Context: an optimization exercise on an open-source flow, tuned for small area. The choices shown serve that exercise and are no tape-out recipe.
RTL that was checked went through simulation tests only; none was proved equivalent to the original.
Only the layout flow was run in runs 3 to 6; the RTL was not checked for function there.
Power is estimated from default activity; no workload was simulated.

$ cat run.sh
#!/bin/bash
# synth_recipe.tcl (not shown) runs the flow's synth.tcl, then flattens the netlist and writes it again
# the make line also repeats each setting of config.mk as NAME=value (left out here)
make -C /OpenROAD-flow-scripts/flow DESIGN_CONFIG=/design/flow/config.mk WORK_HOME=/design/flow/orfs CLKGATE_MAP_FILE= SYNTH_SCRIPT=/design/flow/synth_recipe.tcl finish
$ cat config.mk
export PLATFORM = sky130hd
export DESIGN_NAME = hsb_mipi_holo_shim
export DESIGN_NICKNAME = hsb_mipi_holo_shim
export VERILOG_FILES = /design/flow/design.v
export SDC_FILE = /design/flow/constraint.sdc
export NUM_CORES = 4
export LEC_CHECK = 0
export CAP_MARGIN = 20
export CORE_MARGIN = 2
export CORE_UTILIZATION = 40
export PLACE_DENSITY = 0.6
export SETUP_SLACK_MARGIN = 0.3
export SLEW_MARGIN = 20
$ cat design.v
module common_axis_shim #(
    parameter int W = 74
)(
    input  logic         clk,
    input  logic         rst,
    input  logic [W-1:0] s_data,
    input  logic         s_valid,
    output logic         s_ready,
    output logic [W-1:0] m_data,
    output logic         m_valid,
    input  logic         m_ready
);
    logic [W-1:0] skid;
    always_ff @(posedge clk) begin
        if (rst) begin
            s_ready <= 1'b1;
            m_valid <= 1'b0;
        end else begin
            m_valid <= s_valid | (m_valid & (~s_ready | ~m_ready));
            s_ready <= m_ready | (s_ready & (~m_valid | ~s_valid));
        end
    end
    always_ff @(posedge clk) begin
        if (s_ready)
            skid <= s_data;
        if (m_ready || !m_valid)
            m_data <= s_ready ? s_data : skid;
    end
endmodule
module hsb_mipi_holo_shim #(
    parameter int C_AXIS_TUSER_WIDTH   = 1,
    parameter int C_M_AXIS_TDATA_WIDTH = 64,
    parameter int C_S_AXIS_TDATA_WIDTH = 64
)(
    input  logic                                 axis_aclk,
    input  logic                                 axis_aresetn,
    input  logic [C_AXIS_TUSER_WIDTH-1:0]        s_axis_tuser,
    input  logic                                 s_axis_tlast,
    output logic                                 s_axis_tready,
    input  logic                                 s_axis_tvalid,
    input  logic [C_S_AXIS_TDATA_WIDTH-1:0]      s_axis_tdata,
    input  logic [(C_S_AXIS_TDATA_WIDTH/8)-1:0]  s_axis_tkeep,
    output logic [C_AXIS_TUSER_WIDTH-1:0]        m_axis_tuser,
    output logic                                 m_axis_tlast,
    input  logic                                 m_axis_tready,
    output logic                                 m_axis_tvalid,
    output logic [C_M_AXIS_TDATA_WIDTH-1:0]      m_axis_tdata,
    output logic [(C_M_AXIS_TDATA_WIDTH/8)-1:0]  m_axis_tkeep,
    input  logic                                 stat_we,
    input  logic [5:0]                           stat_addr,
    input  logic [31:0]                          stat_wdata,
    output logic [31:0]                          stat_rdata
);
    localparam int DW = C_M_AXIS_TDATA_WIDTH;
    localparam int KW = C_M_AXIS_TDATA_WIDTH / 8;
    localparam int UW = C_AXIS_TUSER_WIDTH;
    localparam int BW = UW + 1 + KW + DW;    
    localparam logic [5:0] PT_SOF = 6'h00;
    localparam logic [5:0] PT_EOF = 6'h01;
    localparam logic [5:0] PT_SOL = 6'h02;
    localparam logic [5:0] PT_EOL = 6'h03;
    localparam logic [5:0] PT_EOT = 6'h04;
    localparam logic [5:0] PT_EMB = 6'h12;
    localparam logic [5:0] PT_R10 = 6'h2B;
    localparam logic [5:0] PT_R12 = 6'h2C;
    localparam logic [31:0] SIZE_R10 = 32'd4808;
    localparam logic [31:0] SIZE_R12 = 32'd5768;
    localparam int A_HDR   = 0;     
    localparam int A_GOOD  = 8;     
    localparam int A_BAD   = 16;    
    localparam int A_UNK   = 24;
    localparam int A_UNKS  = 25;
    localparam int A_UNKL  = 26;
    localparam int A_PSIZE = 27;
    localparam int A_FLINE = 28;
    localparam int A_LCNT  = 29;
    localparam int A_UNEXP = 30;
    localparam int A_RLCNT = 31;
    localparam int A_RLLAT = 32;
    localparam int A_RLMAX = 33;
    localparam int NREG    = 34;
    logic rst;
    assign rst = ~axis_aresetn;
    logic [BW-1:0] beat_int, beat_mid, beat_out;
    logic          tvalid_int, tready_int;
    logic [UW-1:0] tuser_int;
    logic          tlast_int, tlast_out;
    logic [KW-1:0] tkeep_int;
    logic [DW-1:0] tdata_int;
    common_axis_shim #(.W(BW)) u_input_shim (
        .clk     (axis_aclk),
        .rst     (rst),
        .s_data  ({s_axis_tuser, s_axis_tlast, s_axis_tkeep, s_axis_tdata}),
        .s_valid (s_axis_tvalid),
        .s_ready (s_axis_tready),
        .m_data  (beat_int),
        .m_valid (tvalid_int),
        .m_ready (tready_int)
    );
    assign {tuser_int, tlast_int, tkeep_int, tdata_int} = beat_int;
    assign beat_mid = {tuser_int, tlast_out, tkeep_int, tdata_int};
    common_axis_shim #(.W(BW)) u_output_shim (
        .clk     (axis_aclk),
        .rst     (rst),
        .s_data  (beat_mid),
        .s_valid (tvalid_int),
        .s_ready (tready_int),
        .m_data  (beat_out),
        .m_valid (m_axis_tvalid),
        .m_ready (m_axis_tready)
    );
    assign {m_axis_tuser, m_axis_tlast, m_axis_tkeep, m_axis_tdata} = beat_out;
    logic       pass, hdr, last;
    logic [5:0] pt, pt_reg;
    assign pass = tvalid_int & tready_int;
    assign hdr  = tuser_int[0];
    assign last = tlast_int;
    assign pt   = tdata_int[5:0];
    always_ff @(posedge axis_aclk) begin
        if (rst)
            pt_reg <= 6'h3F;
        else if (pass && hdr)
            pt_reg <= pt;
    end
    logic [5:0] cur;
    assign cur = hdr ? pt : pt_reg;
    logic c_sof, c_eof, c_sol, c_eol, c_eot, c_emb, c_r10, c_r12, c_unk;
    assign c_sof = (cur == PT_SOF);
    assign c_eof = (cur == PT_EOF);
    assign c_sol = (cur == PT_SOL);
    assign c_eol = (cur == PT_EOL);
    assign c_eot = (cur == PT_EOT);
    assign c_emb = (cur == PT_EMB);
    assign c_r10 = (cur == PT_R10);
    assign c_r12 = (cur == PT_R12);
    assign c_unk = ~(c_sof | c_eof | c_sol | c_eol | c_eot | c_emb | c_r10 | c_r12);
    assign tlast_out = last & (c_eof | c_eot);
    logic [NREG-1:0][31:0] r;
    logic [NREG-1:0]       ld;
    logic [31:0]           bus;
    assign bus = rst ? 32'd0 : stat_wdata;
    always_comb
        for (int i = 0; i < NREG; i++)
            ld[i] = rst | (stat_we & (stat_addr == 6'(i)));
    logic [31:0] psize;
    assign psize = r[A_PSIZE];
    logic sz_r10, sz_r12, sz_hdr;
    assign sz_r10 = (psize == SIZE_R10);
    assign sz_r12 = (psize == SIZE_R12);
    assign sz_hdr = (psize == 32'd8);
    logic ph, pe, pl;            
    assign ph = pass & hdr;
    assign pe = pass & last;
    assign pl = pe & ~hdr;
    logic [NREG-1:0] inc;
    always_comb begin
        inc = '0;
        inc[A_HDR+0]  = ph & c_sof;
        inc[A_HDR+1]  = ph & c_eof;
        inc[A_HDR+2]  = ph & c_sol;
        inc[A_HDR+3]  = ph & c_eol;
        inc[A_HDR+4]  = ph & c_eot;
        inc[A_HDR+5]  = ph & c_emb;
        inc[A_HDR+6]  = ph & c_r10;
        inc[A_HDR+7]  = ph & c_r12;
        inc[A_UNK]    = ph & c_unk;
        inc[A_GOOD+0] = pe & hdr & c_sof;
        inc[A_GOOD+1] = pe & hdr & c_eof;
        inc[A_GOOD+2] = pe & hdr & c_sol;
        inc[A_GOOD+3] = pe & hdr & c_eol;
        inc[A_GOOD+4] = pe & hdr & c_eot;
        inc[A_GOOD+5] = pl & c_emb & (sz_r10 | sz_r12);
        inc[A_GOOD+6] = pl & c_r10 & sz_r10;
        inc[A_GOOD+7] = pl & c_r12 & sz_r12;
        inc[A_BAD+0]  = pl & c_sof;
        inc[A_BAD+1]  = pl & c_eof;
        inc[A_BAD+2]  = pl & c_sol;
        inc[A_BAD+3]  = pl & c_eol;
        inc[A_BAD+4]  = pl & c_eot;
        inc[A_BAD+5]  = pe & c_emb & (hdr | ~(sz_r10 | sz_r12));
        inc[A_BAD+6]  = pe & c_r10 & (hdr | ~sz_r10);
        inc[A_BAD+7]  = pe & c_r12 & (hdr | ~sz_r12);
        inc[A_UNKS]   = pe & hdr & c_unk;
        inc[A_UNKL]   = pl & c_unk;
        inc[A_UNEXP]  = ph & ~sz_hdr;
    end
    genvar g;
    generate
        for (g = 0; g < NREG; g++) begin : g_cnt
            if (g <= A_UNKL || g == A_UNEXP) begin : g_inc
                always_ff @(posedge axis_aclk)
                    r[g] <= ld[g] ? bus : r[g] + {31'd0, inc[g]};
            end
        end
    endgenerate
    always_ff @(posedge axis_aclk)
        if (ld[A_PSIZE])
            r[A_PSIZE] <= {bus[31:4], bus[3] | rst, bus[2:0]};
        else if (pass && last)
            r[A_PSIZE] <= 32'd8;
        else
            r[A_PSIZE] <= psize + {28'd0, pass, 3'd0};
    logic fend, lend;
    assign fend = pe & c_eof;
    assign lend = pe & (c_r10 | c_r12);
    always_ff @(posedge axis_aclk)
        if (ld[A_FLINE])
            r[A_FLINE] <= bus;
        else if (fend)
            r[A_FLINE] <= r[A_LCNT];
    always_ff @(posedge axis_aclk)
        if (ld[A_LCNT])
            r[A_LCNT] <= bus;
        else if (fend)
            r[A_LCNT] <= 32'd0;
        else
            r[A_LCNT] <= r[A_LCNT] + {31'd0, lend};
    logic tready_d1, rise;
    always_ff @(posedge axis_aclk)
        if (rst)
            tready_d1 <= 1'b0;
        else
            tready_d1 <= tready_int;
    assign rise = tready_int & ~tready_d1;
    always_ff @(posedge axis_aclk)
        if (ld[A_RLCNT])
            r[A_RLCNT] <= bus;
        else if (rise)
            r[A_RLCNT] <= 32'd0;
        else
            r[A_RLCNT] <= r[A_RLCNT] + {31'd0, ~tready_int};
    always_ff @(posedge axis_aclk)
        if (ld[A_RLLAT])
            r[A_RLLAT] <= bus;
        else if (rise)
            r[A_RLLAT] <= r[A_RLCNT];
    logic [31:0] rl_cnt, rl_max;
    logic        rl_gt;
    assign rl_cnt = r[A_RLCNT];
    assign rl_max = r[A_RLMAX];
    assign rl_gt  = (rl_cnt[31] != rl_max[31]) ? rl_max[31] : (rl_cnt[30:0] > rl_max[30:0]);
    always_ff @(posedge axis_aclk)
        if (ld[A_RLMAX])
            r[A_RLMAX] <= bus;
        else if (rise && rl_gt)
            r[A_RLMAX] <= r[A_RLCNT];
    logic [NREG:0] rsel;
    always_comb begin
        for (int i = 0; i <= NREG; i++)
            rsel[i] = (stat_addr == 6'(i));
        stat_rdata = {26'd0, pt_reg} & {32{rsel[NREG]}};
        for (int i = 0; i < NREG; i++)
            stat_rdata = stat_rdata | (r[i] & {32{rsel[i]}});
    end
endmodule
$ cat constraint.sdc
create_clock -name core_clock -period 6.0 [get_ports {axis_aclk}]
set_input_delay 1.2000 -clock core_clock [delete_from_list [all_inputs] [get_ports {axis_aclk}]]
set_output_delay 1.2000 -clock core_clock [all_outputs]
set_load 0.01 [all_outputs]
==> implementation parameters, run 1 <==
Parameter                              Value

Die
  Area of the die ... 0.1825 mm2
  Die Span X ... 427.2 um
  Chip height ... 427.2 um
  Total I/O pin count ... 225
  Starting utilization of the core area ... 40.19%
  Core outline area ... 0.1782 mm2
  Site Rows ... 155

CTS
  CTS root buffer ... sky130_fd_sc_hd__clkbuf_16
  Hold bufs inserted after CTS ... 0
  Count of clock tree sinks ... 1395
  CTS buffer count ... 159
  # H-tree levels ... 4
  TritonCTS clock tree ... done
  Largest buffer count on any clock path ... 3
  Clock transition at the registers of the reported paths ... 0.06 ns
  Later-pin clock latency in the skew report ... 0.85 ns

Timing
  Slew Limit Fails ... 0
  Post-route minimum period ... 5.849 ns
  Setup Viol. Count Final ... 0
  Final Hold Violating Endpoints ... 0
  Highest clock frequency the design can meet ... 0.1710 GHz
  Worst-margin pin slew ... 1.216 ns
  Clock Skew ... 0.03323 ns
  Unrepaired setup endpoints after global routing ... yes
  Headroom to the max-slew limit ... 18.49%
  Setup TNS Final ... 0 ns
  Ratio of final minimum period to clock period ... 97.48%

Global routing
  GRT Overall Usage ... 43.84%
  Number of global-route vias before repair ... 63932
  Wire length of the first global-routing pass ... 548000 um
  Remaining global-route overflow ... 0
  Maximum number of pins on one net before global-route repair ... 111
  Number of antenna violations at the first check in global routing ... 43

Setup path
  Arr. time, crit path ... 4.65 ns
  Launch point of the worst reg-to-reg path ... u_input_shim.m_data[73]
  Element type at the critical path start ... input port
  Critical setup path kind ... in2out
  Crit path launch ... stat_addr[4]
  Worst Path Max Fanout ... 19
  Worst Setup End Kind ... output pin
  Data required time at the worst endpoint ... 4.80 ns

Pwr
  Relative contribution of sequential cells to total power ... 46.5%
  Fraction of power spent switching nets ... 25.10%
  Post-route total power ... 21.39 mW
  Sw Pwr ... 5.370 mW
  Internal Power ... 16.02 mW
  Maximum vdd ir drop ... 0.3142 mV
  Portion of total power attributed to the clock network ... 48.2%
  Combinational group share of total power ... 5.2%
  Areal power density over the cells ... 254.6 mW/mm2
  P_leak ... 29.01 nW

Detailed routing
  Via density ... 6.577
  Vias ... 71121
  Overall routed net length ... 411700 um
  Remaining design rule violation count ... 0
  DRC violation total after the first TritonRoute iteration ... 11032
  Detailed Routing Iterations Pass 1 ... 10
  Final ANT Viol Nets ... 0
  DR WL/cell ... 38.07 um

Job
  Number of maximum-capacitance constraint violations ... 0

Logic synthesis
  Mean cell area of the mapped netlist ... 8.785 um2
  Most frequently used flop master after synthesis ... sky130_fd_sc_hd__dfxtp_1
  Flops & latches, synth ... 1395
  Synthesis warning total ... 2
  Synth Instances ... 8153
  Area fraction of the dominant cell type after synthesis ... 32.09%
  Adder and majority cell fraction of the synthesized area ... 1.625%
  Asr flop ratio synth ... 0%
  Top post-synthesis cells by area ... sky130_fd_sc_hd__dfxtp_1 32%, sky130_fd_sc_hd__edfxtp_1 10%, sky130_fd_sc_hd__xor2_1 6.3%
  Share of synthesized area occupied by flip-flops and latches ... 42.44%
  Synthesized cell area ... 0.07162 mm2
  Combinational family with the most area after synthesis ... simple AND/OR/NAND/NOR gates
  Number of enable-type register cells in the synthesized netlist ... 247
  Count of unique library cells instantiated by Yosys ... 87
  Area fraction in compound gates after synthesis ... 17.46%
  Cell type with the highest aggregate area in the netlist ... sky130_fd_sc_hd__dfxtp_1
  Mux share of post-synthesis cell area ... 2.367%
  Xor and xnor area share after synthesis ... 11.13%
  Basic-gate share of the synthesized area counting and, or, nand and nor cells ... 20.72%
  Syn Nets ... 8363

Final layout
  Total Nets Final ... 8519
  Register with the most flip-flops ... r
  Area occupied by multi-input gates ... 0.03867 mm2
  Register cell area after layout ... 0.03041 mm2
  Number of flip-flops under the largest register name ... 1088
  Filler Cells Inserted ... 16998
  Layout cells sized above 1 ... 12.60%
  Layout-stage area growth over the synthesis result ... 17.31%

Place
  Buffers added on ports ... 224
  Weighted congestion at the end of routability-driven global placement ... 1.058
  Detail Placement HPWL ... 316200 um

Worst hold path
  Worst min path class ... reg2reg
  Hold Startpoint ... u_input_shim.skid[33]

Status
  Outcome ... timing/DRC/antenna clean
[cell type report]
cell class / count / area share, %
multi-input cells: 5987 / 46.02
clock inverters: 54 / 0.8667
inverters: 119 / 0.5405
well taps: 2355 / 3.507
flip-flops and latches: 1395 / 36.19
diodes: 16 / 0.04765
repair buffers: 647 / 7.200
clock buffers: 240 / 5.627
[power groups by stage]
stage	Clock (mW)	Sequential, mW	Combinational, mW
after detailed placement	0	10.1	1.08
final	10.3	9.95	1.12
after global placement	0	10.1	1.07
after floorplan	0	10.0	0.479
after global routing	10.7	9.95	1.15
after CTS	10.4	9.93	1.09
[cells by family (layout without fill, tap and decap cells)]
kind of cell	Yosys count	in the layout
xor gates and xnor gates	910	910
buffers and inverters	771	1060
AOI/OAI and AO/OA	1853	1853
muxes	151	151
DFF	1395	1395
and+or+nand+nor	2980	2980
other	0	16
adders and majority gates	93	93
[cell usage after synthesis, types with 16 or more instances]
cell,number
sky130_fd_sc_hd__a211oi_1,454
sky130_fd_sc_hd__a211oi_2,16
sky130_fd_sc_hd__a21oi_1,309
sky130_fd_sc_hd__a221oi_1,23
sky130_fd_sc_hd__a22o_1,44
sky130_fd_sc_hd__a22oi_1,478
sky130_fd_sc_hd__a31o_2,41
sky130_fd_sc_hd__and2_1,56
sky130_fd_sc_hd__and3_1,168
sky130_fd_sc_hd__and4_1,96
sky130_fd_sc_hd__buf_1,58
sky130_fd_sc_hd__buf_2,103
sky130_fd_sc_hd__clkbuf_1,481
sky130_fd_sc_hd__dfxtp_1,1148
sky130_fd_sc_hd__edfxtp_1,247
sky130_fd_sc_hd__ha_1,93
sky130_fd_sc_hd__inv_1,118
sky130_fd_sc_hd__mux2_2,147
sky130_fd_sc_hd__nand2_1,646
sky130_fd_sc_hd__nand3_1,579
sky130_fd_sc_hd__nand4_1,275
sky130_fd_sc_hd__nor2_1,765
sky130_fd_sc_hd__nor2b_1,18
sky130_fd_sc_hd__nor3_1,112
sky130_fd_sc_hd__nor4_1,105
sky130_fd_sc_hd__o21ai_0,294
sky130_fd_sc_hd__o22ai_1,131
sky130_fd_sc_hd__or2_2,18
sky130_fd_sc_hd__or3_1,28
sky130_fd_sc_hd__xnor2_1,391
sky130_fd_sc_hd__xor2_1,519
[placed cells by master (no fill, tap or decap), types with 57 or more instances in the layout]
master                               n
sky130_fd_sc_hd__nand3_1           575
sky130_fd_sc_hd__nand2_1           610
sky130_fd_sc_hd__o21ai_0           294
sky130_fd_sc_hd__a22oi_1           463
sky130_fd_sc_hd__inv_1             118
sky130_fd_sc_hd__and4_1             96
sky130_fd_sc_hd__buf_4             365
sky130_fd_sc_hd__and3_1            168
sky130_fd_sc_hd__dfxtp_1          1146
sky130_fd_sc_hd__edfxtp_1          247
sky130_fd_sc_hd__a21oi_1           308
sky130_fd_sc_hd__xor2_1            519
sky130_fd_sc_hd__o22ai_1           131
sky130_fd_sc_hd__a211oi_1          454
sky130_fd_sc_hd__nor3_1            106
sky130_fd_sc_hd__buf_12             57
sky130_fd_sc_hd__xnor2_1           391
sky130_fd_sc_hd__mux2_2            147
sky130_fd_sc_hd__nor4_1             99
sky130_fd_sc_hd__nor2_1            762
sky130_fd_sc_hd__ha_1               93
sky130_fd_sc_hd__clkdlybuf4s50_1   195
sky130_fd_sc_hd__clkbuf_16         163
sky130_fd_sc_hd__nand4_1           275
[final timing paths]
path                                              end  slack [ns]  cells past startpoint
worst min register to register  u_input_shim.skid[33]        0.47                      1
worst min-delay path            u_input_shim.skid[33]        0.47                      1
worst max-delay path                   stat_rdata[29]        0.15                     12
worst max register to register                 r[828]        0.67                     14
[critical path, stage by stage]
cell	delay [ns]
sky130_fd_sc_hd__clkdlybuf4s50_1	0.57
sky130_fd_sc_hd__buf_4	0.19
sky130_fd_sc_hd__nor4b_1	0.06
sky130_fd_sc_hd__buf_4	0.17
sky130_fd_sc_hd__and2_2	0.22
sky130_fd_sc_hd__buf_12	0.19
sky130_fd_sc_hd__a22oi_1	0.29
sky130_fd_sc_hd__nand4_1	0.35
sky130_fd_sc_hd__nor4_2	0.27
sky130_fd_sc_hd__nand4_1	0.34
sky130_fd_sc_hd__buf_6	0.28
sky130_fd_sc_hd__clkdlybuf4s50_1	0.48
[repair_timing]
item                                    in CTS  in global routing
buffers inserted                             8                  0
gates resized for setup                     31                 19
pin swaps                                   13                  7
cloned                                       0                  0
endpoints found under the setup margin      31                 15
[layer usage]
| layer | track usage [%] | vias up | routed length (um) |
|---|---|---|---|
| met4 | 20.92 | 26 | 22380 |
| met1 | 60.77 | 35324 | 168700 |
| li1 | - | 30077 | - |
| met3 | 15.90 | 770 | 59210 |
| met2 | 59.59 | 4924 | 161100 |
| met5 | 0 | - | 285 |
[metrics by stage]
step	cell area, um2	utilization, %	hold WS (ns)	instances	setup slack, ns
after floorplan	71620	-	0.4473	8153	1.872
after global placement	78200	43.87	0.4528	10495	-0.4497
after detailed placement	78200	43.87	0.4606	10495	-0.4926
after CTS	83870	47.06	0.4740	10797	0.2296
after global routing	83990	47.13	0.4839	10800	0.1561
final	84020	47.14	0.4697	10813	0.1511
==> run 2, diff against run 1 <==
--- a/config.mk
+++ b/config.mk
@@ -8,6 +8,9 @@
 export CAP_MARGIN = 20
 export CORE_MARGIN = 2
 export CORE_UTILIZATION = 40
+export CTS_BUF_LIST = sky130_fd_sc_hd__clkbuf_8
+export CTS_CLUSTER_DIAMETER = 60
+export CTS_CLUSTER_SIZE = 14
 export PLACE_DENSITY = 0.6
 export SETUP_SLACK_MARGIN = 0.3
 export SLEW_MARGIN = 20
==> implementation parameters, run 2 <==
Parameter                              Value

Logic synthesis
  Combinational family with the most area after synthesis ... simple AND/OR/NAND/NOR gates
  Top post-synthesis cells by area ... sky130_fd_sc_hd__dfxtp_1 32%, sky130_fd_sc_hd__edfxtp_1 10%, sky130_fd_sc_hd__xor2_1 6.3%
  Synthesis warning total ... 2
  Share of synthesized area occupied by flip-flops and latches ... 42.44%
  Flops & latches, synth ... 1395
  Top post-synthesis cells by count ... 1148 x sky130_fd_sc_hd__dfxtp_1, 765 x sky130_fd_sc_hd__nor2_1, 646 x sky130_fd_sc_hd__nand2_1
  Most frequently used flop master after synthesis ... sky130_fd_sc_hd__dfxtp_1
  Area fraction in compound gates after synthesis ... 17.46%
  Cell type with the highest aggregate area in the netlist ... sky130_fd_sc_hd__dfxtp_1
  Synthesized cell area ... 0.07162 mm2
  Cell with the most instances after synthesis ... sky130_fd_sc_hd__dfxtp_1
  Number of enable-type register cells in the synthesized netlist ... 247
  Syn Nets ... 8363
  Basic-gate share of the synthesized area counting and, or, nand and nor cells ... 20.72%
  Adder and majority cell fraction of the synthesized area ... 1.625%
  Area fraction of the dominant cell type after synthesis ... 32.09%
  Mux share of post-synthesis cell area ... 2.367%
  Mean cell area of the mapped netlist ... 8.785 um2
  Count of unique library cells instantiated by Yosys ... 87
  Synth Instances ... 8153
  Asr flop ratio synth ... 0%
  Xor and xnor area share after synthesis ... 11.13%

Job
  Number of maximum-capacitance constraint violations ... 0

Setup path
  Element type at the critical path start ... input port
  Data required time at the worst endpoint ... 4.80 ns
  Worst Path Max Fanout ... 30
  Arr. time, crit path ... 4.61 ns
  Critical setup path kind ... in2out
  Worst Setup End Kind ... output pin

Pwr
  Maximum vdd ir drop ... 0.2255 mV
  Fraction of power spent switching nets ... 27.53%
  P_leak ... 28.05 nW
  Sw Pwr ... 4.979 mW
  Internal Power ... 13.10 mW
  Relative contribution of sequential cells to total power ... 55.0%
  Post-route total power ... 18.08 mW
  Areal power density over the cells ... 221.4 mW/mm2
  Combinational group share of total power ... 6.2%
  Portion of total power attributed to the clock network ... 38.8%

Die
  Die Span X ... 427.2 um
  Total I/O pin count ... 225
  Core outline area ... 0.1782 mm2
  Starting utilization of the core area ... 40.19%
  Site Rows ... 155
  Area of the die ... 0.1825 mm2
  Chip height ... 427.2 um

Worst hold path
  Worst min path class ... reg2reg

Final layout
  Commonest non-fill, non-tap cell in the layout ... sky130_fd_sc_hd__dfxtp_1
  Layout-stage area growth over the synthesis result ... 14.04%
  Most frequent cells in the layout ... 1146 x sky130_fd_sc_hd__dfxtp_1, 762 x sky130_fd_sc_hd__nor2_1, 610 x sky130_fd_sc_hd__nand2_1
  Filler Cells Inserted ... 17287
  Register with the most flip-flops ... r
  Non-filler instance count after layout ... 10779
  Layout cells sized above 1 ... 12.44%
  Number of flip-flops under the largest register name ... 1088
  Total Nets Final ... 8505

Detailed routing
  Overall routed net length ... 410800 um
  Vias ... 70753
  Via density ... 6.564
  DR WL/cell ... 38.11 um
  DRC violation total after the first TritonRoute iteration ... 10977
  Final ANT Viol Nets ... 0
  Detailed Routing Iterations Pass 1 ... 6
  Remaining design rule violation count ... 0

CTS
  Largest buffer count on any clock path ... 3
  CTS buffer count ... 145
  TritonCTS clock tree ... done
  Clock transition at the registers of the reported paths ... 0.08 ns
  CTS root buffer ... sky130_fd_sc_hd__clkbuf_8
  # H-tree levels ... 4
  Hold bufs inserted after CTS ... 0
  Count of clock tree sinks ... 1395
  Later-pin clock latency in the skew report ... 1.02 ns

Place
  Number of instances in the placed design ... 10495
  Weighted congestion at the end of routability-driven global placement ... 1.058
  Detail Placement HPWL ... 316200 um
  Buffers added on ports ... 224

Timing
  Worst-margin pin slew ... 1.321 ns
  Highest clock frequency the design can meet ... 0.1720 GHz
  Ratio of final minimum period to clock period ... 96.89%
  Final Hold Violating Endpoints ... 0
  Headroom to the max-slew limit ... 11.25%
  Setup TNS Final ... 0 ns
  Unrepaired setup endpoints after global routing ... yes
  Clock Skew ... 0.06779 ns
  Setup Viol. Count Final ... 0
  Post-route minimum period ... 5.813 ns
  Slew Limit Fails ... 0

Global routing
  Remaining global-route overflow ... 0
  Fraction of met3 tracks used by global routing ... 16.72%
  Most Crowded Layer GR ... met1
  Number of global-route vias before repair ... 63608
  Routing usage on met2 ... 60.05%
  Met1 GRT Util ... 60.27%
  Number of antenna violations at the first check in global routing ... 35
  GRT Overall Usage ... 43.75%
  Maximum number of pins on one net before global-route repair ... 111
  Wire length of the first global-routing pass ... 546700 um

Status
  Outcome ... timing/DRC/antenna clean
==> run 2: changes by cell type in the layout (fill, tap and decap cells not counted), moves of 5 or more <==
cell,change
sky130_fd_sc_hd__inv_8,+12
sky130_fd_sc_hd__clkbuf_1,-41
sky130_fd_sc_hd__inv_1,+36
sky130_fd_sc_hd__clkbuf_16,-163
sky130_fd_sc_hd__clkinv_1,-9
sky130_fd_sc_hd__clkinvlp_4,+5
sky130_fd_sc_hd__clkbuf_8,+120
sky130_fd_sc_hd__inv_6,+7
sky130_fd_sc_hd__clkinv_4,+7
==> run 2: cells by family (layout without fill, tap and decap cells) <==
kind of cell / count (synthesis) / after routing
adders and majority gates: 93 / 93
buffers and inverters: 771 / 1028
other: 0 / 14
and+or+nand+nor: 2980 / 2980
muxes: 151 / 151
AOI/OAI and AO/OA: 1853 / 1853
xor gates and xnor gates: 910 / 910
DFF: 1395 / 1395
==> run 2: worst max-delay path, stage by stage <==
cell                              delay (ns)
sky130_fd_sc_hd__dlygate4sd2_1          0.39
sky130_fd_sc_hd__or4_1                  0.71
sky130_fd_sc_hd__buf_4                  0.22
sky130_fd_sc_hd__nor3_4                 0.14
sky130_fd_sc_hd__buf_12                 0.33
sky130_fd_sc_hd__a22oi_1                0.13
sky130_fd_sc_hd__nand4_1                0.21
sky130_fd_sc_hd__and4b_1                0.24
sky130_fd_sc_hd__nand4_1                0.26
sky130_fd_sc_hd__buf_4                  0.21
sky130_fd_sc_hd__clkdlybuf4s50_1        0.53
==> run 2: stage by stage <==
stage	util (%)	hold slack [ns]	worst slack (ns)	area (um2)
4_1_cts	45.76	0.4812	0.2296	81550
3_3_place_gp	43.87	0.4528	-0.4497	78200
5_1_grt	45.82	0.4929	0.1991	81660
3_5_place_dp	43.87	0.4606	-0.4926	78200
2_1_floorplan	-	0.4473	1.872	71620
6_report	45.83	0.4765	0.1867	81680
==> run 2: path summary, 6_finish.rpt <==
kind	from	endpoint	slack (ns)	depth (start not counted)
max reg2reg	u_input_shim.m_data[73]	r[828]	0.72	14
max	stat_addr[5]	stat_rdata[10]	0.19	11
min	u_input_shim.skid[26]	u_input_shim.skid[26]	0.48	1
min reg2reg	u_input_shim.skid[26]	u_input_shim.skid[26]	0.48	1
==> run 2: what timing repair did <==
action,CTS,global route
pin swaps,13,7
setup endpoints to repair,31,14
buffers inserted,8,0
resized for setup,31,17
==> run 2: power by group through the flow <==
stage                     sequential, mW  combinational (mW)  clock (mW)
final                               9.94                1.12        7.02
after global routing                9.95                1.15        7.39
after CTS                           9.92                1.09        7.05
after detailed placement            10.1                1.08           0
after global placement              10.1                1.07           0
after floorplan                     10.0               0.479           0
==> run 2: layout make-up <==
type	count	area (um2)	share of cell area (%)
Multi-Input combinational cell	5987	38660	47.33
Tap cell	2355	2947	3.608
Clock inverter	106	989.7	1.212
Sequential cell	1395	30410	37.23
Clock buffer	156	2147	2.629
Antenna cell	14	35.03	0.04289
Inverter	119	454.2	0.5561
Timing Repair Buffer	647	6042	7.397
==> run 2: routing by layer <==
metal	vias up	wire (um)
met4	16	21210
met2	4799	161900
li1	30005	-
met3	709	59740
met1	35224	167800
met5	-	98
==> run 3, diff against run 2 <==
--- a/design.v
+++ b/design.v
@@ -234,15 +234,10 @@
             r[A_RLLAT] <= bus;
         else if (rise)
             r[A_RLLAT] <= r[A_RLCNT];
-    logic [31:0] rl_cnt, rl_max;
-    logic        rl_gt;
-    assign rl_cnt = r[A_RLCNT];
-    assign rl_max = r[A_RLMAX];
-    assign rl_gt  = (rl_cnt[31] != rl_max[31]) ? rl_max[31] : (rl_cnt[30:0] > rl_max[30:0]);
     always_ff @(posedge axis_aclk)
         if (ld[A_RLMAX])
             r[A_RLMAX] <= bus;
-        else if (rise && rl_gt)
+        else if (rise && ($signed(r[A_RLCNT]) > $signed(r[A_RLMAX])))
             r[A_RLMAX] <= r[A_RLCNT];
     logic [NREG:0] rsel;
     always_comb begin
--- a/config.mk
+++ b/config.mk
@@ -8,9 +8,6 @@
 export CAP_MARGIN = 20
 export CORE_MARGIN = 2
 export CORE_UTILIZATION = 40
-export CTS_BUF_LIST = sky130_fd_sc_hd__clkbuf_8
-export CTS_CLUSTER_DIAMETER = 60
-export CTS_CLUSTER_SIZE = 14
 export PLACE_DENSITY = 0.6
 export SETUP_SLACK_MARGIN = 0.3
 export SLEW_MARGIN = 20
==> implementation parameters, run 3 <==
Parameter                              Value

Detailed routing
  DR WL/cell ... 36.80 um
  Via density ... 6.505
  Overall routed net length ... 394700 um
  Detailed Routing Iterations Pass 1 ... 7
  Final ANT Viol Nets ... 0
  Vias ... 69776
  DRC violation total after the first TritonRoute iteration ... 9641
  Remaining design rule violation count ... 0

Logic synthesis
  Cell with the most instances after synthesis ... sky130_fd_sc_hd__dfxtp_1
  Synthesized cell area ... 0.07058 mm2
  Top post-synthesis cells by area ... sky130_fd_sc_hd__dfxtp_1 33%, sky130_fd_sc_hd__edfxtp_1 11%, sky130_fd_sc_hd__xor2_1 6.4%
  Synthesis warning total ... 2
  Flops & latches, synth ... 1395
  Syn Nets ... 8335
  Cell type with the highest aggregate area in the netlist ... sky130_fd_sc_hd__dfxtp_1
  Number of enable-type register cells in the synthesized netlist ... 247
  Most frequently used flop master after synthesis ... sky130_fd_sc_hd__dfxtp_1
  Mean cell area of the mapped netlist ... 8.688 um2
  Asr flop ratio synth ... 0%
  Count of unique library cells instantiated by Yosys ... 59
  Share of synthesized area occupied by flip-flops and latches ... 43.07%
  Top post-synthesis cells by count ... 1148 x sky130_fd_sc_hd__dfxtp_1, 898 x sky130_fd_sc_hd__nor2_1, 661 x sky130_fd_sc_hd__nand2_1
  Area fraction of the dominant cell type after synthesis ... 32.56%
  Synth Instances ... 8124

Setup path
  Critical path buffer and inverter count ... 1
  Launch point of the worst reg-to-reg path ... u_input_shim.m_data[73]
  Data required time at the worst endpoint ... 6.71 ns
  Largest delay contributor family on the critical path ... simple AND/OR/NAND/NOR gates
  Reg2Reg Depth ... 13
  Element type at the critical path start ... register
  End of the critical path ... r[863]
  Arr. time, crit path ... 6.48 ns
  Capture point of the worst reg-to-reg path ... r[863]
  Worst Path Max Fanout ... 9
  Worst path slowest cell ... sky130_fd_sc_hd__nor4_1
  Max incr delay on CP ... 1.07 ns
  Critical setup path kind ... reg2reg
  Critical path depth in cells ... 13
  Ordered list of cells on the worst path ... mux2i_1 > nor3_1 > nand3_1 > nand4_1 > nor3_1 > ha_1 > nand4_1 > nor4_1 > buf_4 > or3b_2 > xnor2_1 > nand3_1 > o21ai_0
  Register-to-Register Setup Slack ... 0.23 ns
  Crit path launch ... u_input_shim.m_data[73]
  Worst Setup End Kind ... register

Final layout
  Number of flip-flops under the largest register name ... 1088
  Layout-stage area growth over the synthesis result ... 17.22%
  Filler Cells Inserted ... 16889
  Total Nets Final ... 8449
  Register cell area after layout ... 0.03041 mm2
  Non-filler instance count after layout ... 10726
  Area occupied by multi-input gates ... 0.03790 mm2
  Register with the most flip-flops ... r
  Most frequent cells in the layout ... 1146 x sky130_fd_sc_hd__dfxtp_1, 864 x sky130_fd_sc_hd__nor2_1, 627 x sky130_fd_sc_hd__nand2_1
  Utilization of the core after routing ... 47.08%
  Layout cells sized above 1 ... 10.87%
  Final non-filler cell area ... 0.08273 mm2
  Commonest non-fill, non-tap cell in the layout ... sky130_fd_sc_hd__dfxtp_1

Timing
  Ratio of final minimum period to clock period ... 96.15%
  Clock Skew ... 0.07189 ns
  Setup TNS Final ... 0 ns
  Headroom to the max-slew limit ... 17.99%
  Slew Limit Fails ... 0
  Worst-margin pin slew ... 1.219 ns
  Final Hold Violating Endpoints ... 0
  Post-route minimum period ... 5.769 ns
  Unrepaired setup endpoints after global routing ... no
  Setup Viol. Count Final ... 0
  Highest clock frequency the design can meet ... 0.1733 GHz

Place
  Weighted congestion at the end of routability-driven global placement ... 1.081
  Buffers added on ports ... 224
  Number of instances in the placed design ... 10403
  Detail Placement HPWL ... 298300 um
  Dpl cell area ... 0.07697 mm2

CTS
  Count of clock tree sinks ... 1395
  TritonCTS clock tree ... done
  Clock transition at the registers of the reported paths ... 0.06 ns
  Largest buffer count on any clock path ... 3
  CTS root buffer ... sky130_fd_sc_hd__clkbuf_16
  Later-pin clock latency in the skew report ... 0.91 ns
  Hold bufs inserted after CTS ... 0
  # H-tree levels ... 4
  CTS buffer count ... 162

Pwr
  P_leak ... 27.99 nW
  Maximum vdd ir drop ... 0.2579 mV
  Post-route total power ... 21.42 mW
  Areal power density over the cells ... 258.9 mW/mm2

Global routing
  Wire length of the first global-routing pass ... 532400 um
  Number of antenna violations at the first check in global routing ... 28
  Number of global-route vias before repair ... 62731
  GRT Overall Usage ... 42.62%
  Maximum number of pins on one net before global-route repair ... 126
  Remaining global-route overflow ... 0

Status
  Outcome ... timing/DRC/antenna clean

Die
  Chip height ... 424.1 um
  Area of the die ... 0.1798 mm2
  Starting utilization of the core area ... 40.17%
  Total I/O pin count ... 225
  Die Span X ... 424.1 um
  Site Rows ... 154
  Core outline area ... 0.1757 mm2

Job
  Number of maximum-capacitance constraint violations ... 0

Worst hold path
  Worst min path class ... reg2reg
[run 3: stage by stage]
step	hold WS [ns]	setup slack [ns]
6_report	0.4705	0.2312
5_1_grt	0.4828	0.3067
4_1_cts	0.4747	0.3340
3_5_place_dp	0.4602	-0.2926
3_3_place_gp	0.4458	-0.3014
2_1_floorplan	0.4294	1.612
[run 3: per-layer routing]
metal | vias to the layer above | routed length (um) | global-route usage (%)
met2 | 4520 | 165900 | 63.25
met1 | 33999 | 143300 | 50.11
met4 | 16 | 48630 | 41.21
met5 | - | 105 | 0.02688
met3 | 1394 | 36750 | 10.08
li1 | 29847 | - | -
[run 3: logic make-up after synthesis]
group	after synthesis	synth area share, %
multiplexers	154	2.446
adder cells (fa/ha/maj)	94	1.666
AO/OA/AOI/OAI	1881	17.91
flip-flops	1395	43.07
AND/OR/NAND/NOR	2981	20.07
XOR/XNOR	876	10.87
buffers and inverters	743	3.962
[run 3: worst min-delay path by stage]
stage,startpoint,to,slack (ns),cells after the start
floorplan,u_output_shim.skid[72],u_output_shim.skid[72],0.43,1
global placement,u_output_shim.skid[72],u_output_shim.skid[72],0.45,1
detailed placement,u_input_shim.skid[37],u_input_shim.skid[37],0.46,1
CTS,u_output_shim.skid[46],u_output_shim.skid[46],0.47,1
global route,u_output_shim.skid[25],u_output_shim.skid[25],0.48,1
finish,u_output_shim.skid[25],u_output_shim.skid[25],0.47,1
[run 3: worst reg2reg max path, stage by stage (launching register included)]
cell,delay [ns]
sky130_fd_sc_hd__edfxtp_1,0.59
sky130_fd_sc_hd__mux2i_1,0.61
sky130_fd_sc_hd__nor3_1,0.18
sky130_fd_sc_hd__nand3_1,0.37
sky130_fd_sc_hd__nand4_1,0.49
sky130_fd_sc_hd__nor3_1,0.45
sky130_fd_sc_hd__ha_1,0.31
sky130_fd_sc_hd__nand4_1,0.46
sky130_fd_sc_hd__nor4_1,1.08
sky130_fd_sc_hd__buf_4,0.29
sky130_fd_sc_hd__or3b_2,0.47
sky130_fd_sc_hd__xnor2_1,0.14
sky130_fd_sc_hd__nand3_1,0.08
sky130_fd_sc_hd__o21ai_0,0.10
[run 3: final cells by class]
| type | instances | area share (%) |
|---|---|---|
| diodes | 15 | 0.04537 |
| clock buffers | 234 | 5.655 |
| clock inverters | 63 | 1.054 |
| inverters | 114 | 0.5263 |
| multi-input cells | 5987 | 45.80 |
| flip-flops and latches | 1395 | 36.75 |
| well taps | 2340 | 3.539 |
| repair buffers | 578 | 6.625 |
[run 3: timing repair]
action | in CTS | in global routing
setup endpoints to repair | 32 | 4
cloned | 1 | 0
hold endpoints to repair | 0 | 0
gates resized for setup | 28 | 11
setup buffers | 6 | 2
pin swaps | 5 | 6
[run 3: power by group]
group          leakage, nW  switching (mW)  internal [mW]
sequential            11.9           0.224           9.73
combinational         13.4           0.744          0.337
clock                 2.71            4.45           5.92
total                 28.0            5.42           16.0
==> run 4, diff against run 3 <==
--- a/config.mk
+++ b/config.mk
@@ -8,6 +8,7 @@
 export CAP_MARGIN = 20
 export CORE_MARGIN = 2
 export CORE_UTILIZATION = 40
+export CTS_BUF_LIST = sky130_fd_sc_hd__clkbuf_4 sky130_fd_sc_hd__clkbuf_8
 export PLACE_DENSITY = 0.6
 export SETUP_SLACK_MARGIN = 0.3
 export SLEW_MARGIN = 20
==> implementation parameters, run 4 <==
Parameter                              Value

Status
  Outcome ... timing/DRC/antenna clean

Logic synthesis
  Area fraction of the dominant cell type after synthesis ... 32.56%
  Mean cell area of the mapped netlist ... 8.688 um2
  Synth Instances ... 8124
  Asr flop ratio synth ... 0%
  Synthesized cell area ... 0.07058 mm2
  Synthesis warning total ... 2
  Top post-synthesis cells by count ... 1148 x sky130_fd_sc_hd__dfxtp_1, 898 x sky130_fd_sc_hd__nor2_1, 661 x sky130_fd_sc_hd__nand2_1
  Top post-synthesis cells by area ... sky130_fd_sc_hd__dfxtp_1 33%, sky130_fd_sc_hd__edfxtp_1 11%, sky130_fd_sc_hd__xor2_1 6.4%
  Share of synthesized area occupied by flip-flops and latches ... 43.07%
  Flops & latches, synth ... 1395
  Cell type with the highest aggregate area in the netlist ... sky130_fd_sc_hd__dfxtp_1
  Most frequently used flop master after synthesis ... sky130_fd_sc_hd__dfxtp_1
  Syn Nets ... 8335
  Number of enable-type register cells in the synthesized netlist ... 247
  Cell with the most instances after synthesis ... sky130_fd_sc_hd__dfxtp_1
  Count of unique library cells instantiated by Yosys ... 59

Setup path
  Critical setup path kind ... in2out
  Worst Setup End Kind ... output pin
  Element type at the critical path start ... input port
  Worst Path Max Fanout ... 22
  Reg2Reg Depth ... 16
  Launch point of the worst reg-to-reg path ... u_input_shim.m_data[73]
  Data required time at the worst endpoint ... 4.80 ns
  Arr. time, crit path ... 4.56 ns
  Crit path launch ... stat_addr[0]
  End of the critical path ... stat_rdata[9]
  Capture point of the worst reg-to-reg path ... r[863]
  Register-to-Register Setup Slack ... 0.24 ns

Global routing
  GRT Overall Usage ... 42.62%
  Wire length of the first global-routing pass ... 532700 um
  Remaining global-route overflow ... 0
  Number of antenna violations at the first check in global routing ... 33
  Number of global-route vias before repair ... 63202
  Maximum number of pins on one net before global-route repair ... 126

Place
  Buffers added on ports ... 224
  Detail Placement HPWL ... 298300 um
  Weighted congestion at the end of routability-driven global placement ... 1.081

CTS
  Count of clock tree sinks ... 1395
  CTS root buffer ... sky130_fd_sc_hd__clkbuf_8
  Largest buffer count on any clock path ... 3
  # H-tree levels ... 4
  TritonCTS clock tree ... done
  Clock transition at the registers of the reported paths ... 0.06 ns
  Hold bufs inserted after CTS ... 0
  CTS buffer count ... 241
  Later-pin clock latency in the skew report ... 1.08 ns

Die
  Chip height ... 424.1 um
  Area of the die ... 0.1798 mm2
  Die Span X ... 424.1 um
  Core outline area ... 0.1757 mm2
  Total I/O pin count ... 225
  Starting utilization of the core area ... 40.17%
  Site Rows ... 154

Timing
  Headroom to the max-slew limit ... 14.49%
  Final Hold Violating Endpoints ... 0
  Slew Limit Fails ... 0
  Setup Viol. Count Final ... 0
  Ratio of final minimum period to clock period ... 96.06%
  Post-route minimum period ... 5.764 ns
  Clock Skew ... 0.08054 ns
  Highest clock frequency the design can meet ... 0.1735 GHz
  Unrepaired setup endpoints after global routing ... no
  Worst-margin pin slew ... 1.271 ns

Detailed routing
  DRC violation total after the first TritonRoute iteration ... 9732
  Vias ... 70410
  Remaining design rule violation count ... 0
  Overall routed net length ... 395800 um
  Via density ... 6.470
  Detailed Routing Iterations Pass 1 ... 6
  DR WL/cell ... 36.37 um
  Final ANT Viol Nets ... 0

Final layout
  Layout-stage area growth over the synthesis result ... 16.97%
  Most frequent cells in the layout ... 1146 x sky130_fd_sc_hd__dfxtp_1, 864 x sky130_fd_sc_hd__nor2_1, 626 x sky130_fd_sc_hd__nand2_1
  Total Nets Final ... 8531
  Number of flip-flops under the largest register name ... 1088
  Utilization of the core after routing ... 46.98%
  Area occupied by multi-input gates ... 0.03790 mm2
  Layout cells sized above 1 ... 12.89%
  Register with the most flip-flops ... r
  Filler Cells Inserted ... 17034
  Commonest non-fill, non-tap cell in the layout ... sky130_fd_sc_hd__dfxtp_1
  Register cell area after layout ... 0.03041 mm2

Pwr
  Areal power density over the cells ... 251.0 mW/mm2
  Post-route total power ... 20.72 mW
  Maximum vdd ir drop ... 0.2441 mV
  P_leak ... 28.15 nW

Job
  Number of maximum-capacitance constraint violations ... 0

Worst hold path
  Instance count along the most critical hold path ... 1
  Hold Startpoint ... u_input_shim.m_data[46]
  Worst min path class ... reg2reg
run 4: cell counts after synthesis:
Identical to the previous run, type by type.
run 4: worst min-delay path by stage:
stage                                        end
after floorplan           u_output_shim.skid[72]
after global placement    u_output_shim.skid[72]
after detailed placement   u_input_shim.skid[37]
after CTS                                 r[929]
after global routing                      r[929]
final                     u_output_shim.skid[46]
run 4: logic make-up (layout without fill, tap and decap cells):
kind of cell / count (synthesis) / in the layout / share of synthesized area [%]
DFF: 1395 / 1395 / 43.07
muxes: 154 / 154 / 2.446
buffers and inverters: 743 / 1143 / 3.962
xor gates and xnor gates: 876 / 876 / 10.87
and+or+nand+nor: 2981 / 2982 / 20.07
AOI/OAI and AO/OA: 1881 / 1881 / 17.91
adders and majority gates: 94 / 94 / 1.666
other: 0 / 18 / 0
run 4: final cells by class:
cell class,instances,share of cell area (%)
antenna,18,0.05456
clock buffer,390,5.645
clock inverter,58,0.8108
inverter,114,0.5274
multi-input combinational,5987,45.90
sequential,1395,36.83
tap,2340,3.546
timing repair buffer,581,6.681
run 4: per-layer routing:
layer	vias to the layer above	GRT usage (%)	share of wire [%]
met4	24	42.19	13
met5	-	0.1075	0.042
met1	34136	50.29	36
met2	4681	62.76	42
li1	30089	-	-
met3	1480	9.810	9.2
run 4: worst max-delay path: stages:
cell and delay, ns:
sky130_fd_sc_hd__clkdlybuf4s15_2 0.30, sky130_fd_sc_hd__or2_4 0.24, sky130_fd_sc_hd__buf_4 0.15, sky130_fd_sc_hd__buf_4 0.11, sky130_fd_sc_hd__nor2_4 0.04, sky130_fd_sc_hd__buf_12 0.17
sky130_fd_sc_hd__a22oi_1 0.88, sky130_fd_sc_hd__nand4_1 0.63, sky130_fd_sc_hd__buf_4 0.32, sky130_fd_sc_hd__clkdlybuf4s50_1 0.47
run 4: where the power goes:
group	leakage (nW)	internal [mW]	switching (mW)	total [mW]
Sequential	11.9	9.73	0.225	9.96
Clock	2.85	5.27	4.41	9.68
Combinational	13.4	0.339	0.741	1.08
run 4: metrics by stage:
| stage | area (um2) | instances | worst slack [ns] | setup TNS (ns) | hold slack [ns] |
|---|---|---|---|---|---|
| 3_5_place_dp | 76970 | 10403 | -0.2926 | -0.5229 | 0.4602 |
| 3_3_place_gp | 76920 | 10401 | -0.3014 | -0.5611 | 0.4458 |
| 2_1_floorplan | 70580 | 8124 | 1.612 | 0 | 0.4294 |
| 6_report | 82560 | 10883 | 0.2362 | 0 | 0.4573 |
| 4_1_cts | 82420 | 10858 | 0.3340 | 0 | 0.3934 |
| 5_1_grt | 82530 | 10873 | 0.3060 | 0 | 0.4437 |
run 4: timing repair:
| action | CTS | global route |
|---|---|---|
| resized for setup | 28 | 13 |
| endpoints found under the setup margin | 32 | 5 |
| cloned | 1 | 0 |
| buffers inserted | 6 | 4 |
| pin swaps | 5 | 5 |
==> run 5, diff against run 4 <==
--- a/design.v
+++ b/design.v
@@ -237,7 +237,7 @@
     always_ff @(posedge axis_aclk)
         if (ld[A_RLMAX])
             r[A_RLMAX] <= bus;
-        else if (rise && ($signed(r[A_RLCNT]) > $signed(r[A_RLMAX])))
+        else if (rise && ({~r[A_RLCNT][31], r[A_RLCNT][30:0]} > {~r[A_RLMAX][31], r[A_RLMAX][30:0]}))
             r[A_RLMAX] <= r[A_RLCNT];
     logic [NREG:0] rsel;
     always_comb begin
--- a/config.mk
+++ b/config.mk
@@ -8,7 +8,9 @@
 export CAP_MARGIN = 20
 export CORE_MARGIN = 2
 export CORE_UTILIZATION = 40
-export CTS_BUF_LIST = sky130_fd_sc_hd__clkbuf_4 sky130_fd_sc_hd__clkbuf_8
+export CTS_BUF_LIST = sky130_fd_sc_hd__clkbuf_16
+export CTS_CLUSTER_DIAMETER = 80
+export CTS_CLUSTER_SIZE = 24
 export PLACE_DENSITY = 0.6
 export SETUP_SLACK_MARGIN = 0.3
 export SLEW_MARGIN = 20
==> implementation parameters, run 5 <==
Parameter                              Value

Final layout
  Most frequent cells in the layout ... 1146 x sky130_fd_sc_hd__dfxtp_1, 938 x sky130_fd_sc_hd__nand3_1, 793 x sky130_fd_sc_hd__nor2_1
  Register with the most flip-flops ... r
  Register cell area after layout ... 0.03041 mm2
  Number of flip-flops under the largest register name ... 1088
  Total Nets Final ... 9063
  Layout-stage area growth over the synthesis result ... 14.05%
  Commonest non-fill, non-tap cell in the layout ... sky130_fd_sc_hd__dfxtp_1
  Final non-filler cell area ... 0.08586 mm2
  Filler Cells Inserted ... 18463
  Layout cells sized above 1 ... 11.88%
  Area occupied by multi-input gates ... 0.04142 mm2

Logic synthesis
  Syn Nets ... 9077
  Share of synthesized area occupied by flip-flops and latches ... 40.38%
  Area fraction in compound gates after synthesis ... 14.28%
  Top post-synthesis cells by area ... sky130_fd_sc_hd__dfxtp_1 31%, sky130_fd_sc_hd__edfxtp_1 9.9%, sky130_fd_sc_hd__xnor2_1 6.6%
  Synthesis warning total ... 2
  Area fraction of the dominant cell type after synthesis ... 30.53%
  Combinational family with the most area after synthesis ... simple AND/OR/NAND/NOR gates
  Number of enable-type register cells in the synthesized netlist ... 247
  Mux share of post-synthesis cell area ... 2.751%
  Cell type with the highest aggregate area in the netlist ... sky130_fd_sc_hd__dfxtp_1
  Most frequently used flop master after synthesis ... sky130_fd_sc_hd__dfxtp_1
  Adder and majority cell fraction of the synthesized area ... 1.562%
  Synthesized cell area ... 0.07528 mm2
  Asr flop ratio synth ... 0%
  Synth Instances ... 8866
  Cell with the most instances after synthesis ... sky130_fd_sc_hd__dfxtp_1
  Basic-gate share of the synthesized area counting and, or, nand and nor cells ... 25.79%
  Xor and xnor area share after synthesis ... 9.958%
  Flops & latches, synth ... 1395
  Mean cell area of the mapped netlist ... 8.491 um2
  Count of unique library cells instantiated by Yosys ... 82
  Top post-synthesis cells by count ... 1148 x sky130_fd_sc_hd__dfxtp_1, 953 x sky130_fd_sc_hd__nand3_1, 796 x sky130_fd_sc_hd__nor2_1

Timing
  Final Hold Violating Endpoints ... 0
  Slew Limit Fails ... 0
  Headroom to the max-slew limit ... 8.494%
  Highest clock frequency the design can meet ... 0.1731 GHz
  Unrepaired setup endpoints after global routing ... yes
  Ratio of final minimum period to clock period ... 96.28%
  Post-route minimum period ... 5.777 ns
  Worst-margin pin slew ... 1.360 ns
  Worst hold slack after final layout ... 0.4774 ns
  Setup Viol. Count Final ... 0
  Clock Skew ... 0.04486 ns

Setup path
  Capture point of the worst reg-to-reg path ... r[636]
  Critical setup path kind ... in2out
  Element type at the critical path start ... input port
  Worst Path Max Fanout ... 42
  Reg2Reg Depth ... 11
  Arr. time, crit path ... 4.58 ns
  Data required time at the worst endpoint ... 4.80 ns
  Register-to-Register Setup Slack ... 0.71 ns
  Launch point of the worst reg-to-reg path ... u_input_shim.m_data[73]
  Worst Setup End Kind ... output pin

Pwr
  Areal power density over the cells ... 226.6 mW/mm2
  Maximum vdd ir drop ... 0.2761 mV
  P_leak ... 28.86 nW

Detailed routing
  Vias ... 79585
  Final ANT Viol Nets ... 0
  DR WL/cell ... 43.16 um
  Remaining design rule violation count ... 0
  Overall routed net length ... 495200 um
  DRC violation total after the first TritonRoute iteration ... 14064
  Via density ... 6.937
  Detailed Routing Iterations Pass 1 ... 7

Die
  Die Span X ... 437.8 um
  Area of the die ... 0.1917 mm2
  Core outline area ... 0.1874 mm2
  Starting utilization of the core area ... 40.17%
  Chip height ... 437.8 um
  Total I/O pin count ... 225
  Site Rows ... 159

Global routing
  Wire length of the first global-routing pass ... 651900 um
  Remaining global-route overflow ... 0
  Number of antenna violations at the first check in global routing ... 87
  Maximum number of pins on one net before global-route repair ... 133
  GRT Overall Usage ... 49.89%
  Number of global-route vias before repair ... 70346

CTS
  TritonCTS clock tree ... done
  # H-tree levels ... 3
  Hold bufs inserted after CTS ... 0
  Clock transition at the registers of the reported paths ... 0.08 ns
  Largest buffer count on any clock path ... 3
  CTS buffer count ... 106
  Count of clock tree sinks ... 1395
  Later-pin clock latency in the skew report ... 0.83 ns
  CTS root buffer ... sky130_fd_sc_hd__clkbuf_16

Place
  Buffers added on ports ... 224
  Detail Placement HPWL ... 379000 um
  Weighted congestion at the end of routability-driven global placement ... 1.158
  Dpl cell area ... 0.08169 mm2

Worst hold path
  Hold Startpoint ... u_output_shim.skid[58]
  Worst min path class ... reg2reg
  Endpoint, Worst Hold ... u_output_shim.skid[58]
  Instance count along the most critical hold path ... 1

Status
  Outcome ... timing/DRC/antenna clean

Job
  Number of maximum-capacitance constraint violations ... 0
run 5: changes by cell type after synthesis, moves of 73 or more:
cell                      delta
sky130_fd_sc_hd__a31o_2     +73
sky130_fd_sc_hd__nor2_1    -102
sky130_fd_sc_hd__o21ai_0    -87
sky130_fd_sc_hd__xor2_1    -230
sky130_fd_sc_hd__nor3_1    +114
sky130_fd_sc_hd__nor4_1    +152
sky130_fd_sc_hd__a22oi_1   -168
sky130_fd_sc_hd__nand4_1    +84
sky130_fd_sc_hd__xnor2_1   +210
sky130_fd_sc_hd__buf_2     +138
sky130_fd_sc_hd__nand3_1   +396
run 5: cell type report:
cell class,count,share of cell area [%]
Antenna cell,36,0.1049
Clock buffer,108,3.147
Clock inverter,90,1.141
Inverter,173,0.7650
Multi-Input combinational cell,6508,48.24
Sequential cell,1395,35.41
Tap cell,2495,3.636
Timing Repair Buffer,668,7.554
run 5: cells by family (layout without fill, tap and decap cells):
family                     count (synthesis)  count (layout)
AOI/OAI and AO/OA                       1603            1603
xor gates and xnor gates                 856             856
adders and majority gates                 94              94
buffers and inverters                    964            1039
DFF                                     1395            1395
muxes                                    188             188
other                                      0              36
and+or+nand+nor                         3766            3767
run 5: worst max-delay path by stage:
stage	start	slack [ns]	end
global placement	stat_addr[1]	-0.41	stat_rdata[1]
floorplan	stat_addr[3]	1.83	stat_rdata[24]
finish	stat_addr[0]	0.22	stat_rdata[7]
detailed placement	stat_addr[1]	-0.25	stat_rdata[10]
global route	stat_addr[0]	0.22	stat_rdata[6]
CTS	stat_addr[5]	0.23	stat_rdata[22]
run 5: per-layer routing:
metal	track usage (%)	wire (um)	up-vias
met3	18.97	69390	1609
met4	36.89	45370	50
met2	68.79	195100	6321
met1	62.88	184900	39186
li1	-	-	32419
met5	0.02481	366	-
run 5: critical path: stages:
cell,delay (ns)
sky130_fd_sc_hd__clkdlybuf4s50_1,0.48
sky130_fd_sc_hd__buf_6,0.16
sky130_fd_sc_hd__nor2_4,0.11
sky130_fd_sc_hd__buf_12,0.19
sky130_fd_sc_hd__buf_12,0.19
sky130_fd_sc_hd__nand3_1,0.23
sky130_fd_sc_hd__nand4_1,0.30
sky130_fd_sc_hd__or4_1,0.64
sky130_fd_sc_hd__or4_4,0.49
sky130_fd_sc_hd__clkdlybuf4s50_1,0.51
run 5: what timing repair did:
item | CTS | global route
endpoints found under the setup margin | 28 | 13
resized for setup | 52 | 26
gates cloned | 1 | 2
buffers inserted | 5 | 2
pin swaps | 16 | 11
run 5: where the power goes:
part	internal, mW	switching, mW
sequential	9.73	0.254
combinational	0.408	1.07
clock	3.76	4.24
run 5: per-stage QoR:
step	power, mW	util [%]	cells	setup TNS (ns)	worst slack (ns)
after floorplan	10.63	-	8866	0	1.835
after global placement	11.55	43.57	11228	-1.455	-0.4074
after CTS	19.38	45.69	11433	0	0.2274
final	19.46	45.82	11473	0	0.2231
after detailed placement	11.56	43.59	11229	-0.6807	-0.2517
after global routing	19.78	45.78	11446	0	0.2213
==> run 6, diff against run 5 <==
--- a/config.mk
+++ b/config.mk
@@ -8,9 +8,9 @@
 export CAP_MARGIN = 20
 export CORE_MARGIN = 2
 export CORE_UTILIZATION = 40
-export CTS_BUF_LIST = sky130_fd_sc_hd__clkbuf_16
-export CTS_CLUSTER_DIAMETER = 80
-export CTS_CLUSTER_SIZE = 24
+export CTS_BUF_LIST = sky130_fd_sc_hd__clkbuf_8
+export CTS_CLUSTER_DIAMETER = 60
+export CTS_CLUSTER_SIZE = 14
 export PLACE_DENSITY = 0.6
 export SETUP_SLACK_MARGIN = 0.3
 export SLEW_MARGIN = 20
==> implementation parameters, run 6 <==
Parameter                              Value

Timing
  Unrepaired setup endpoints after global routing ... yes
  Highest clock frequency the design can meet ... 0.1725 GHz
  Headroom to the max-slew limit ... 16.43%
  Clock Skew ... 0.05777 ns
  Setup Viol. Count Final ... 0
  Post-layout worst setup margin ... 0.2038 ns
  Final Hold Violating Endpoints ... 0
  Post-route minimum period ... 5.796 ns
  Ratio of final minimum period to clock period ... 96.60%
  Slew Limit Fails ... 0
  Setup TNS Final ... 0 ns
  Worst-margin pin slew ... 1.251 ns

Die
  Starting utilization of the core area ... 40.17%
  Chip height ... 437.8 um
  Die Span X ... 437.8 um
  Area of the die ... 0.1917 mm2
  Core outline area ... 0.1874 mm2
  Site Rows ... 159
  Total I/O pin count ... 225

CTS
  Clock transition at the registers of the reported paths ... 0.09 ns
  TritonCTS clock tree ... done
  CTS root buffer ... sky130_fd_sc_hd__clkbuf_8
  Largest buffer count on any clock path ... 3
  Later-pin clock latency in the skew report ... 1.05 ns
  CTS buffer count ... 153
  Hold bufs inserted after CTS ... 0
  # H-tree levels ... 4
  Count of clock tree sinks ... 1395

Place
  Detail Placement HPWL ... 379000 um
  Buffers added on ports ... 224
  Number of instances in the placed design ... 11229
  Worst Setup Slack post-DPL ... -0.2517 ns
  Weighted congestion at the end of routability-driven global placement ... 1.158

Worst hold path
  Instance count along the most critical hold path ... 1
  Worst min path class ... reg2reg

Logic synthesis
  Mean cell area of the mapped netlist ... 8.491 um2
  Area fraction of the dominant cell type after synthesis ... 30.53%
  Most frequently used flop master after synthesis ... sky130_fd_sc_hd__dfxtp_1
  Number of enable-type register cells in the synthesized netlist ... 247
  Asr flop ratio synth ... 0%
  Top post-synthesis cells by area ... sky130_fd_sc_hd__dfxtp_1 31%, sky130_fd_sc_hd__edfxtp_1 9.9%, sky130_fd_sc_hd__xnor2_1 6.6%
  Flops & latches, synth ... 1395
  Cell type with the highest aggregate area in the netlist ... sky130_fd_sc_hd__dfxtp_1
  Cell with the most instances after synthesis ... sky130_fd_sc_hd__dfxtp_1
  Top post-synthesis cells by count ... 1148 x sky130_fd_sc_hd__dfxtp_1, 953 x sky130_fd_sc_hd__nand3_1, 796 x sky130_fd_sc_hd__nor2_1
  Syn Nets ... 9077
  Share of synthesized area occupied by flip-flops and latches ... 40.38%
  Synthesis warning total ... 2
  Count of unique library cells instantiated by Yosys ... 82
  Synthesized cell area ... 0.07528 mm2
  Synth Instances ... 8866

Setup path
  Worst Path Max Fanout ... 16
  Worst Setup End Kind ... output pin
  Data required time at the worst endpoint ... 4.80 ns
  End of the critical path ... stat_rdata[8]
  Crit path launch ... stat_addr[2]
  Element type at the critical path start ... input port
  Arr. time, crit path ... 4.60 ns
  Reg2Reg Depth ... 11
  Capture point of the worst reg-to-reg path ... r[636]
  Launch point of the worst reg-to-reg path ... u_input_shim.m_data[73]
  Register-to-Register Setup Slack ... 0.68 ns
  Critical setup path kind ... in2out

Detailed routing
  Final ANT Viol Nets ... 0
  Via density ... 6.937
  Remaining design rule violation count ... 0
  DR WL/cell ... 42.91 um
  Overall routed net length ... 496000 um
  Met3 routed wirelength ... 70770 um
  Routed length on met1 ... 184900 um
  Met2 wirelength from detailed routing ... 195900 um
  DRC violation total after the first TritonRoute iteration ... 13858
  Uppermost layer routed ... met5
  Detailed Routing Iterations Pass 1 ... 9
  Vias ... 80197

Final layout
  Layout-stage area growth over the synthesis result ... 13.83%
  Total Nets Final ... 9110
  Most frequent cells in the layout ... 1146 x sky130_fd_sc_hd__dfxtp_1, 937 x sky130_fd_sc_hd__nand3_1, 793 x sky130_fd_sc_hd__nor2_1
  Utilization of the core after routing ... 45.73%
  Commonest non-fill, non-tap cell in the layout ... sky130_fd_sc_hd__dfxtp_1
  Number of flip-flops under the largest register name ... 1088
  Non-filler instance count after layout ... 11560
  Register with the most flip-flops ... r
  Layout cells sized above 1 ... 12.60%

Pwr
  Combinational group share of total power ... 7.8%
  P_leak ... 28.86 nW
  Portion of total power attributed to the clock network ... 39.7%
  Post-route total power ... 19.00 mW
  Sw Pwr ... 5.505 mW
  Maximum vdd ir drop ... 0.3992 mV
  Areal power density over the cells ... 221.8 mW/mm2
  Internal Power ... 13.50 mW
  Fraction of power spent switching nets ... 28.97%
  Relative contribution of sequential cells to total power ... 52.5%

Job
  Number of maximum-capacitance constraint violations ... 0

Global routing
  Wire length of the first global-routing pass ... 653700 um
  GRT Overall Usage ... 50.07%
  Number of antenna violations at the first check in global routing ... 85
  Remaining global-route overflow ... 0
  Maximum number of pins on one net before global-route repair ... 133
  Number of global-route vias before repair ... 70644

Status
  Outcome ... timing/DRC/antenna clean
==> run 6: kinds of logic after synthesis <==
group                    Yosys count  share of synthesized area (%)
AND/OR/NAND/NOR                 3766                          25.79
AO/OA/AOI/OAI                   1603                          14.28
flip-flops                      1395                          40.38
buffers and inverters            964                          5.282
XOR/XNOR                         856                          9.958
multiplexers                     188                          2.751
adder cells (fa/ha/maj)           94                          1.562
==> run 6: per-stage QoR <==
stage / cell area, um2 / hold WS (ns)
2_1_floorplan: 75280 / 0.4473
3_3_place_gp: 81660 / 0.4522
3_5_place_dp: 81690 / 0.4586
4_1_cts: 85370 / 0.4804
5_1_grt: 85610 / 0.4903
6_report: 85700 / 0.4737
==> run 6: how the worst min path moves through the flow <==
stage                            start                endpoint  slack [ns]
4_1_cts          u_input_shim.skid[50]   u_input_shim.skid[50]        0.48
6_report       u_input_shim.m_data[70]  u_output_shim.skid[70]        0.47
2_1_floorplan    u_input_shim.skid[10]   u_input_shim.skid[10]        0.45
3_5_place_dp     u_input_shim.skid[55]   u_input_shim.skid[55]        0.46
5_1_grt        u_input_shim.m_data[21]  u_output_shim.skid[21]        0.49
3_3_place_gp    u_output_shim.skid[38]  u_output_shim.skid[38]        0.45
==> run 6: area by class of cell <==
class	instances	area, um2
well taps	2495	3122
diodes	41	102.6
inverters	173	656.9
flip-flops and latches	1395	30410
clock inverters	112	1144
fillers	18549	101700
repair buffers	669	6520
multi-input cells	6507	41430
clock buffers	168	2312
==> run 6: timing repair <==
item	CTS	global route
gates cloned	1	1
pin swaps	17	11
setup endpoints to repair	28	15
gates resized for setup	48	37
buffers inserted	4	3
==> run 6: power by group through the flow <==
| stage | registers, mW | clock network, mW | logic, mW |
|---|---|---|---|
| floorplan | 10.1 | 0 | 0.577 |
| global placement | 10.2 | 0 | 1.38 |
| detailed placement | 10.2 | 0 | 1.39 |
| CTS | 9.96 | 7.57 | 1.40 |
| global route | 9.98 | 7.89 | 1.48 |
| finish | 9.98 | 7.55 | 1.47 |
==> run 6: per-layer routing <==
metal / GRT usage [%] / vias to the layer above
met1: 63.11 / 39575
met4: 36.38 / 56
li1: - / 32508
met5: 0.4218 / -
met3: 19.43 / 1605
met2: 68.98 / 6453
==> run 6: worst max-delay path: stages <==
cell and delay [ns]:
sky130_fd_sc_hd__clkdlybuf4s50_1 0.51, sky130_fd_sc_hd__buf_12 0.16, sky130_fd_sc_hd__and4bb_4 0.31, sky130_fd_sc_hd__buf_6 0.20, sky130_fd_sc_hd__nand3_1 0.10, sky130_fd_sc_hd__nand4_1 0.27, sky130_fd_sc_hd__or4_1 0.59, sky130_fd_sc_hd__or4_4 0.58
sky130_fd_sc_hd__buf_12 0.18, sky130_fd_sc_hd__clkdlybuf4s50_1 0.46

## static timing again, ports no longer ideal
The flow's constraints put no driver on any port. The routed layouts listed below were extracted and timed again, unchanged, in two steps.
Step 1, drivers: a clkbuf_16 drives axis_aclk and a buf_2 each remaining input, both assumed.
Step 2, shift: input delay + t, output delay - t, t = (earliest + latest rising clock arrival at the registers) / 2. This alone moves slack from input paths to output paths.
Three values: no drivers, after step 1, after step 2; two values: the first two.
| run | t (ns) | setup WS [ns] | hold WS [ns] | worst setup path at the end |
|---|---|---|---|---|
| run 1 | 0.926 | 0.151 / 0.040 / 0.040 | 0.470 / 0.470 / 0.470 | input to output |
| run 2 | 1.083 | 0.187 / 0.117 / 0.117 | 0.477 / 0.477 / 0.477 | input to output |
| run 3 | 0.967 | 0.231 / 0.144 / 0.144 | 0.471 / 0.471 / 0.471 | input to output |
| run 4 | 1.135 | 0.236 / 0.166 / 0.166 | 0.457 / 0.424 / 0.457 | input to output |
| run 5 | 0.912 | 0.223 / 0.188 / 0.188 | 0.477 / 0.477 / 0.477 | input to output |
| run 6 | 1.121 | 0.204 / 0.174 / 0.174 | 0.474 / 0.474 / 0.474 | input to output |
After both steps setup and hold are still met in every run listed. For run 1, which loses most, drivers alone change the setup slack by -0.111 ns; drivers and shift together by -0.111 ns.
